From an optimization exercise on the open Yosys and OpenROAD flow, aimed at small area; shortcuts taken in it are not production practice. No activity file was given, so power comes from the tool's default toggle rates.

==> flow/design.v (excerpt) <==
module stratigo
	(
		CLOCK_50,
		KEY,
		SW,
		LEDR,
		PIX_X,
		PIX_Y,
		PIX_COLOUR,
		PIX_PLOT
	);
	input			CLOCK_50;
	input   [9:0]   SW;
	input   [3:0]   KEY;
	output  [17:0] LEDR;
	output	[7:0]	PIX_X;
	output	[6:0]	PIX_Y;
	output	[2:0]	PIX_COLOUR;
	output			PIX_PLOT;
	wire rst = ~KEY[2];
	wire go = ~KEY[1];
	wire back = ~KEY[0];
	wire [2:0] rx = SW[5:3];
	wire [2:0] ry = SW[2:0];
	wire [1:0] ph;           
	wire cmd;                
	wire turn_player;
	wire [2:0] mouse_x, mouse_y;
	wire [5:0] pos;          
	wire [5:0] win;          
	wire [5:0] tgt;          
	wire [4:0] atk;          
	wire [5:0] xy_pos;
	wire [5:0] draw_sq;      
	wire write, update_x_y;
	wire [5:0] draw_value;
	wire [14:0] long_counter;
	wire [7:0] counter;
	datapath d0(
		.clk(CLOCK_50), .rst(rst), .rx(rx), .ry(ry),
		.ph(ph), .cmd(cmd), .pos(pos),
		.mouse_x(mouse_x), .mouse_y(mouse_y),
		.win(win), .tgt(tgt), .atk(atk),
		.xy_pos(xy_pos), .update_x_y(update_x_y), .draw_sq(draw_sq)
	);
	control c0(
		.clk(CLOCK_50), .rst(rst), .go(go), .back(back),
		.rx(rx), .ry(ry), .mouse_x(mouse_x), .mouse_y(mouse_y),
		.tgt(tgt), .atk(atk),
		.ph(ph), .cmd(cmd), .turn_player(turn_player), .pos(pos)
	);
	draw_board_control board_control(
		.clk(CLOCK_50), .rst(rst),
		.long_counter(long_counter), .counter(counter), .draw_sq(draw_sq),
		.write(write), .update_x_y(update_x_y), .draw_value(draw_value)
	);
	draw_board_datapath board_path(
		.clk(CLOCK_50), .rst(rst),
		.write(write), .update_x_y(update_x_y), .draw_value(draw_value),
		.raw_x(rx), .raw_y(ry), .ph(ph),
		.mouse_x(mouse_x), .mouse_y(mouse_y), .turn_player(turn_player),
		.x(PIX_X), .y(PIX_Y), .colour(PIX_COLOUR), .plot(PIX_PLOT),
		.long_counter(long_counter), .counter(counter), .x_y_pos(xy_pos)
	);
  ...
Settings: LEC_CHECK=0, CAP_MARGIN=20, CORE_MARGIN=2, CORE_UTILIZATION=65, CTS_BUF_LIST=sky130_fd_sc_hd__clkbuf_8, CTS_CLUSTER_DIAMETER=60, CTS_CLUSTER_SIZE=16, SLEW_MARGIN=20; clock period 10.0 ns.
standard.sh (not shown) runs the stock make flow with config.mk's settings and CLKGATE_MAP_FILE= SYNTH_SCRIPT=/design/flow/synth_recipe.tcl, a recipe that flattens the netlist after the stock synthesis.
==> flow/flow/run.sh <==
#!/bin/bash
# Standard ORFS layout, except that the combinational logic of the standard
# synthesis netlist is re-mapped by ABC with an area-oriented script before
# floorplanning. Registers (names, cell types) are left as the standard
# synthesis made them. Each tool's output goes to a log file in this folder.
set -euo pipefail
W=$PWD
R=$W/orfs/results/$FLOW_PLATFORM/stratigo/base
LIB=$FLOW_HOME/platforms/$FLOW_PLATFORM/lib/sky130_fd_sc_hd__tt_025C_1v80.lib

# 1. the standard synthesis, unchanged
bash standard.sh $R/1_2_yosys.v > $W/synth_standard.log 2>&1
cp $R/1_2_yosys.v $W/1_2_yosys.standard.v

# 2. re-map the combinational logic for area
subst() {
  sed -e "s|@LIB@|$LIB|g" -e "s|@IN@|$W/1_2_yosys.standard.v|g" -e "s|@OUT@|$R/1_2_yosys.v|g" \
      -e "s|@SCRIPT@|$W/flow/area.abc|g" -e "s|@STAT@|$W/reabc_stat.txt|g" \
      -e "s|@CELLS@|$W/cells_comb.v|g" "$1" > "$2"
}
subst $W/flow/mkcells.ys $W/mkcells.ys
subst $W/flow/reabc.ys $W/reabc.ys
yosys -s $W/mkcells.ys > $W/mkcells.log 2>&1
subst $W/flow/eqchk.ys $W/eqchk.ys
# keep the re-mapped netlist only if it is proven equivalent to the standard one
if ! { yosys -s $W/reabc.ys > $W/reabc.log 2>&1 && yosys -s $W/eqchk.ys > $W/eqchk.log 2>&1; }; then
  echo "re-mapping failed or not proven equivalent; using the standard netlist" > $W/reabc_fallback.txt
  cp $W/1_2_yosys.standard.v $R/1_2_yosys.v
fi

# 3. the rest of the standard flow, from the re-mapped netlist
# port buffers: the smallest buffer cell
bash standard.sh "BUFFER_PORTS_ARGS=-buffer_cell sky130_fd_sc_hd__buf_1" finish > $W/layout.log 2>&1
Other scripts of this flow, unchanged in this note and not shown: flow/flow/area.abc, flow/flow/eqchk.ys, flow/flow/mkcells.ys, flow/flow/reabc.ys
The starting point finished with timing, DRC and antenna clean.
==> next run, changes <==
--- a/flow/flow/run.sh
+++ b/flow/flow/run.sh
@@ -30,4 +30,3 @@
 
 # 3. the rest of the standard flow, from the re-mapped netlist
-# port buffers: the smallest buffer cell
-bash standard.sh "BUFFER_PORTS_ARGS=-buffer_cell sky130_fd_sc_hd__buf_1" finish > $W/layout.log 2>&1
+bash standard.sh > $W/layout.log 2>&1
CORE_UTILIZATION = 40   (was 65)
CTS_BUF_LIST = sky130_fd_sc_hd__clkbuf_16   (was sky130_fd_sc_hd__clkbuf_8)
CTS_CLUSTER_SIZE = 25   (was 16)
The new run passed the timing, DRC and antenna checks.
Sequential power is about the same.
Via count shrinks by 4.1%.
Routed wire length rises by 4.3%.
Die area grows by 61%.
Critical path depth is unchanged.
Synthesized area does not change.
Clock-buffer cell count fell by 3.
Power is higher by 14%.
Utilization goes down by 25 points.
Synthesized cell count is unchanged.
==> next run, changes <==
--- a/flow/flow/run.sh
+++ b/flow/flow/run.sh
@@ -30,3 +30,4 @@
 
 # 3. the rest of the standard flow, from the re-mapped netlist
-bash standard.sh > $W/layout.log 2>&1
+# port buffers: the smallest buffer cell
+bash standard.sh "BUFFER_PORTS_ARGS=-buffer_cell sky130_fd_sc_hd__buf_1" finish > $W/layout.log 2>&1
CTS_BUF_LIST = sky130_fd_sc_hd__clkbuf_4   (was sky130_fd_sc_hd__clkbuf_16)
CTS_CLUSTER_DIAMETER = 40   (was 60)
CTS_CLUSTER_SIZE = 8   (was 25)
=> Clock skew goes up by 0.033 ns; total power shrinks by 6.7%; cell count came out higher by 1.8%; worst hold slack gets worse by 0.026 ns; global-route usage increases by 0.41 points; utilization fell by 1.3 points; cell area drops by 2.7%.
==> next run, changes <==
CTS_BUF_LIST = sky130_fd_sc_hd__clkbuf_8   (was sky130_fd_sc_hd__clkbuf_4)
CTS_CLUSTER_DIAMETER = 60   (was 40)
CTS_CLUSTER_SIZE = 16   (was 8)
Worst hold slack stays flat. Power decreases by 4.9%. Maximum frequency came out higher by about 2.8%. Clock power drops by 17%. Worst setup slack gains 0.20 ns. Global-route usage is lower by 0.45 points. Sequential share of layout area goes up by 0.56 points. Non-clock buffer count is unchanged. Die area is unchanged. First-iteration DRC count grows by 7.7%. Critical path depth is unchanged.
No run of this note included a check of the RTL's function; only the layout flow was run.

-- separate check: timing with driven ports --
Ports are ideal in the flow. The routed layouts listed here were re-timed in OpenROAD.
Step 1: set_driving_cell puts a clkbuf_16 on CLOCK_50 and a buf_2 on each other input, an assumption about the parent block.
Step 2 times the ports against the registers' clock, not the clock port: input delays grow and output delays shrink by t, the midpoint of the rising clock arrivals with the driver on.
a / b / c = no drivers / after step 1 / after step 2; a / b = the first two.
run	t (ns)	setup slack, ns	hold slack, ns
the first run	0.646	3.186 / 3.137 / 3.435	0.345 / 0.345 / 0.345
the second run	0.641	2.650 / 2.593 / 3.234	0.345 / 0.345 / 0.345
the third run	0.872	2.759 / 2.706 / 3.381	0.319 / 0.319 / 0.319
the fourth run	0.668	2.955 / 2.903 / 3.416	0.319 / 0.319 / 0.319
After both steps setup and hold are still met in every run listed.
